This design comes from an exercise in tuning for small area on the open sky130 flow, not from production work. In this exercise RTL edits were held to simulation tests only and were not proved equivalent to the original. The clock port is modelled as an ideal driver, which makes a skipped or thinned clock tree look cheaper than it is; a real chip needs a root buffer or a tree. Power is estimated from default activity; no workload was simulated.

Design bemicro_top, start of the top module:
module bemicro_top(
   input  wire CLK_FPGA_50M,
   input  wire RST_N,
   input  wire CPU_RST_N,
   input  wire PBSW_N,
   output wire F_LED0,
   output wire F_LED1,
   output wire F_LED2,
   output wire F_LED3,
   output wire F_LED4,
   output wire F_LED5,
   output wire F_LED6,
   output wire F_LED7
   );
   wire clk = CLK_FPGA_50M;
   reg         rst_done;            
   wire        rs = ~(RST_N & rst_done);
   wire        f0_is_r31;           
   always @(posedge clk)
     rst_done <= RST_N & (rst_done | f0_is_r31);
   reg [1:0] pb_s0, pb_s1, pb_in;
   always @(posedge clk) begin
      pb_s0 <= {PBSW_N, CPU_RST_N};
      pb_s1 <= pb_s0;
      pb_in <= pb_s1;
   end
   wire p0 = ~pb_in[0];
   wire p1 = ~pb_in[1];
   wire r0, r1;
   counter_sat_flag #(.RSTART(11'h284)) PB0_CNTR
     (.clk(clk), .rclear(~RST_N), .clear(p0 & rst_done), .fclear(~rst_done),
      .ready(r0), .is_zero(f0_is_r31));
   counter_sat #(.WIDTH(10), .START(10'h177), .TAPS(10'h204)) PB1_CNTR
     (.clk(clk), .rclear(1'b0), .clear(p1 | ~rst_done), .ready(r1), .q());
   wire e0 = p0 & ~p1 & r0;
   wire e1 = p1 & ~p0 & r1;
   wire em = p0 & p1 & (r0 | r1);
   reg [1:0] mode;
   always @(posedge clk)
     if (rs)
       mode <= 2'd0;
     else if (em)
       mode <= mode + 2'd1;
   wire sel0 = (mode == 2'd0) & rst_done;   
   wire sel1 = (mode == 2'd1);
   wire sel2 = (mode == 2'd2);
   wire sel3 = (mode == 2'd3);
   wire [7:0] c0, c1, l2, l3;
   wire [7:0] v = ({8{sel0}} & c0) | ({8{sel1}} & c1) |
                  ({8{sel2}} & l2) | ({8{sel3}} & l3);
   wire [7:0] u;
   binary_counter step_unit(.v(v), .down(~e0), .inc(rst_done), .u(u));
   gray_counter counter0(.clk(clk), .load(~rst_done | (sel0 & (e0 | e1))), .d(u), .q(c0));
  ...
==> module counter_sat_flag, before the edit <==
module counter_sat_flag(clk, rclear, clear, fclear, ready, is_zero);
   parameter [10:0] RSTART = 0;
   localparam [10:0] INV = 11'b01010101010;
   input  clk;
   input  rclear;
   input  clear;
   input  fclear;      
   output ready;
   output is_zero;
   reg  [10:0] r;
   reg         flag;
   wire [10:0] s = r ^ INV;
   wire low_zero = ~|s[9:0];
   wire fb = s[10] ^ s[1] ^ low_zero;
   assign is_zero = low_zero & ~s[10];
   always @(posedge clk)
     if (rclear)
       r <= RSTART ^ INV;
     else if (clear)
       r <= 11'h001 ^ INV;
     else
       r <= {s[9:0], fb} ^ INV;
   always @(posedge clk)
     flag <= ~(rclear | clear | fclear) & (flag | is_zero);
   assign ready = flag;
endmodule
==> module bemicro_top, before the edit <==
module bemicro_top(
   input  wire CLK_FPGA_50M,
   input  wire RST_N,
   input  wire CPU_RST_N,
   input  wire PBSW_N,
   output wire F_LED0,
   output wire F_LED1,
   output wire F_LED2,
   output wire F_LED3,
   output wire F_LED4,
   output wire F_LED5,
   output wire F_LED6,
   output wire F_LED7
   );
   wire clk = CLK_FPGA_50M;
   reg         rst_done;            
   wire        rs = ~(RST_N & rst_done);
   wire        f0_is_r31;           
   always @(posedge clk)
     rst_done <= RST_N & (rst_done | f0_is_r31);
   reg [1:0] pb_s0, pb_s1, pb_in;
   always @(posedge clk) begin
      pb_s0 <= {PBSW_N, CPU_RST_N};
      pb_s1 <= pb_s0;
      pb_in <= pb_s1;
   end
   wire p0 = ~pb_in[0];
   wire p1 = ~pb_in[1];
   wire r0, r1;
   counter_sat_flag #(.RSTART(11'h284)) PB0_CNTR
     (.clk(clk), .rclear(~RST_N), .clear(p0 & rst_done), .fclear(~rst_done),
      .ready(r0), .is_zero(f0_is_r31));
   counter_sat #(.WIDTH(10), .START(10'h177), .TAPS(10'h204)) PB1_CNTR
     (.clk(clk), .rclear(1'b0), .clear(p1 | ~rst_done), .ready(r1), .q());
   wire e0 = p0 & ~p1 & r0;
   wire e1 = p1 & ~p0 & r1;
   wire em = p0 & p1 & (r0 | r1);
   reg [1:0] mode;
   always @(posedge clk)
     if (rs)
       mode <= 2'd0;
     else if (em)
       mode <= mode + 2'd1;
   wire sel0 = (mode == 2'd0) & rst_done;   
   wire sel1 = (mode == 2'd1);
   wire sel2 = (mode == 2'd2);
   wire sel3 = (mode == 2'd3);
   wire [7:0] c0, c1, l2, l3;
   wire [7:0] v = ({8{sel0}} & c0) | ({8{sel1}} & c1) |
                  ({8{sel2}} & l2) | ({8{sel3}} & l3);
   wire [7:0] u;
   binary_counter step_unit(.v(v), .down(~e0), .inc(rst_done), .u(u));
   gray_counter counter0(.clk(clk), .load(~rst_done | (sel0 & (e0 | e1))), .d(u), .q(c0));
   gray_counter counter1(.clk(clk), .load(~rst_done | (sel1 & (e0 | e1))), .d(u), .q(c1));
   life_1d #(.RULE150(0)) life_1d_0
     (.clk(clk), .rs(~rst_done), .event0(sel2 & e0), .event1(sel2 & e1), .d(u), .q(l2));
   life_1d #(.RULE150(1)) life_1d_1
     (.clk(clk), .rs(~rst_done), .event0(sel3 & e0), .event1(sel3 & e1), .d(u), .q(l3));
   wire [7:0] led = v ^ ({1'b0, v[7:1]} & {8{sel1}});
   assign {F_LED0,F_LED1,F_LED2,F_LED3,F_LED4,F_LED5,F_LED6,F_LED7} = ~led;
endmodule
export LEC_CHECK = 0
export CAP_MARGIN = 20
export CORE_MARGIN = 2
export CORE_UTILIZATION = 70
export GPL_TIMING_DRIVEN = 0
export SLEW_MARGIN = 20
create_clock -name core_clock -period 5.0 [get_ports {CLK_FPGA_50M}]
standard.sh (not shown) runs the stock make flow with config.mk's settings and CLKGATE_MAP_FILE= SYNTH_SCRIPT=/design/flow/synth_recipe.tcl, a recipe that flattens the netlist after the stock synthesis.
==> flow/flow/run.sh <==
#!/bin/bash
# Layout flow: the standard ORFS flow (standard.sh), with these changes:
#  - synthesis maps the logic with several area-oriented ABC scripts
#    (flow/abc/*.script) and keeps the smallest result (flow/synth_abc.tcl);
#    ORFS's separate half/full-adder mapping step is left out (ABC maps that
#    logic too); the rest of the synthesis, flip-flop mapping, flattening
#    and renaming are the standard flow's own (synth_recipe.tcl);
#  - the port buffers are sky130_fd_sc_hd__buf_1 cells;
set -euo pipefail
W=$PWD
export FLOW_ABC_DIR=$W/flow/abc
export FLOW_SYNTH_TCL=$W/synth_recipe.tcl
sed "s#SYNTH_SCRIPT=[^ ]*#SYNTH_SCRIPT=$W/flow/synth_abc.tcl ADDER_MAP_FILE=#" standard.sh > flow_make.sh
grep -q "SYNTH_SCRIPT=$W/flow/synth_abc.tcl ADDER_MAP_FILE=" flow_make.sh
export BUFFER_PORTS_ARGS="-buffer_cell sky130_fd_sc_hd__buf_1"
export CTS_ARGS="-sink_clustering_enable -repair_clock_nets -dont_use_dummy_load"
bash flow_make.sh cts > flow_to_cts.log 2>&1
RES=$W/orfs/results/$FLOW_PLATFORM/bemicro_top/base
PLATFORM_DIR=$FLOW_HOME/platforms/$FLOW_PLATFORM \
CK_MAX_SLEW=${CK_MAX_SLEW:-0.110} \
IN_DB=$RES/4_cts.odb IN_SDC=$RES/4_cts.sdc OUT_DB=$RES/4_cts.odb \
  openroad -no_init -exit flow/clock_tree.tcl > clock_tree.log 2>&1
bash flow_make.sh > flow_finish.log 2>&1
Other scripts of this flow, unchanged in this note and not shown: flow/flow/abc/s10.script, flow/flow/abc/s11.script, flow/flow/abc/s12.script, flow/flow/abc/s13.script, flow/flow/abc/s14.script, flow/flow/abc/s2.script, flow/flow/abc/s5.script, flow/flow/abc/s6.script, flow/flow/abc/s8.script, flow/flow/abc/s9.script, flow/flow/clock_tree.tcl, flow/flow/synth_abc.tcl
The first run produced a clean layout.
Edit:
--- a/flow/design.v
+++ b/flow/design.v
@@ -23,30 +23,4 @@
    assign ready = low_zero & ~s[WIDTH-1];
    assign q = s;
-endmodule
-module counter_sat_flag(clk, rclear, clear, fclear, ready, is_zero);
-   parameter [10:0] RSTART = 0;
-   localparam [10:0] INV = 11'b01010101010;
-   input  clk;
-   input  rclear;
-   input  clear;
-   input  fclear;      
-   output ready;
-   output is_zero;
-   reg  [10:0] r;
-   reg         flag;
-   wire [10:0] s = r ^ INV;
-   wire low_zero = ~|s[9:0];
-   wire fb = s[10] ^ s[1] ^ low_zero;
-   assign is_zero = low_zero & ~s[10];
-   always @(posedge clk)
-     if (rclear)
-       r <= RSTART ^ INV;
-     else if (clear)
-       r <= 11'h001 ^ INV;
-     else
-       r <= {s[9:0], fb} ^ INV;
-   always @(posedge clk)
-     flag <= ~(rclear | clear | fclear) & (flag | is_zero);
-   assign ready = flag;
 endmodule
 module binary_counter(v, down, inc, u);
@@ -135,5 +109,6 @@
    reg         rst_done;            
    wire        rs = ~(RST_N & rst_done);
-   wire        f0_is_r31;           
+   wire [11:0] f0;
+   wire        f0_is_r31 = ~f0[11] & ~f0[6] & ~f0[1];  
    always @(posedge clk)
      rst_done <= RST_N & (rst_done | f0_is_r31);
@@ -147,7 +122,6 @@
    wire p1 = ~pb_in[1];
    wire r0, r1;
-   counter_sat_flag #(.RSTART(11'h284)) PB0_CNTR
-     (.clk(clk), .rclear(~RST_N), .clear(p0 & rst_done), .fclear(~rst_done),
-      .ready(r0), .is_zero(f0_is_r31));
+   counter_sat #(.WIDTH(12), .START(12'hd41), .RSTART(12'h570), .TAPS(12'h883)) PB0_CNTR
+     (.clk(clk), .rclear(~RST_N), .clear(p0 & rst_done), .ready(r0), .q(f0));
    counter_sat #(.WIDTH(10), .START(10'h177), .TAPS(10'h204)) PB1_CNTR
      (.clk(clk), .rclear(1'b0), .clear(p1 | ~rst_done), .ready(r1), .q());
What happened: Wire length climbs slightly; critical path depth climbs by 4; clock power drops slightly; sequential share of layout area drops by 0.19 points; worst setup slack improves by 0.098 ns; power climbs by roughly a tenth; die area is about the same; fmax climbs by a few percent; final cell count climbs slightly; global-route usage stays flat.
No run of this note takes its clock network from TritonCTS; it comes from the design's own scripts or RTL.

[what the ideal ports hide]
The results above use ideal ports. As a check the final layouts listed here were re-extracted and re-timed, cells and wires unchanged.
Step 1 assumes that a clkbuf_16 drives the clock port and a buf_2 every other input.
Step 2 also shifts input and output timing later by t, the mid clock arrival at the registers, as if the neighbouring blocks saw the same clock.
Three values: ideal, step 1, step 2; two values: the first two.
run | t (ns) | slack for setup (ns) | worst register clock-pin slew, ns
the first run | 0.213 | 1.545 / 1.545 / 1.545 | 0.11 / 0.11
the second run | 0.207 | 1.643 / 1.643 / 1.643 | 0.11 / 0.11
After both steps setup and hold are still met in every run listed.
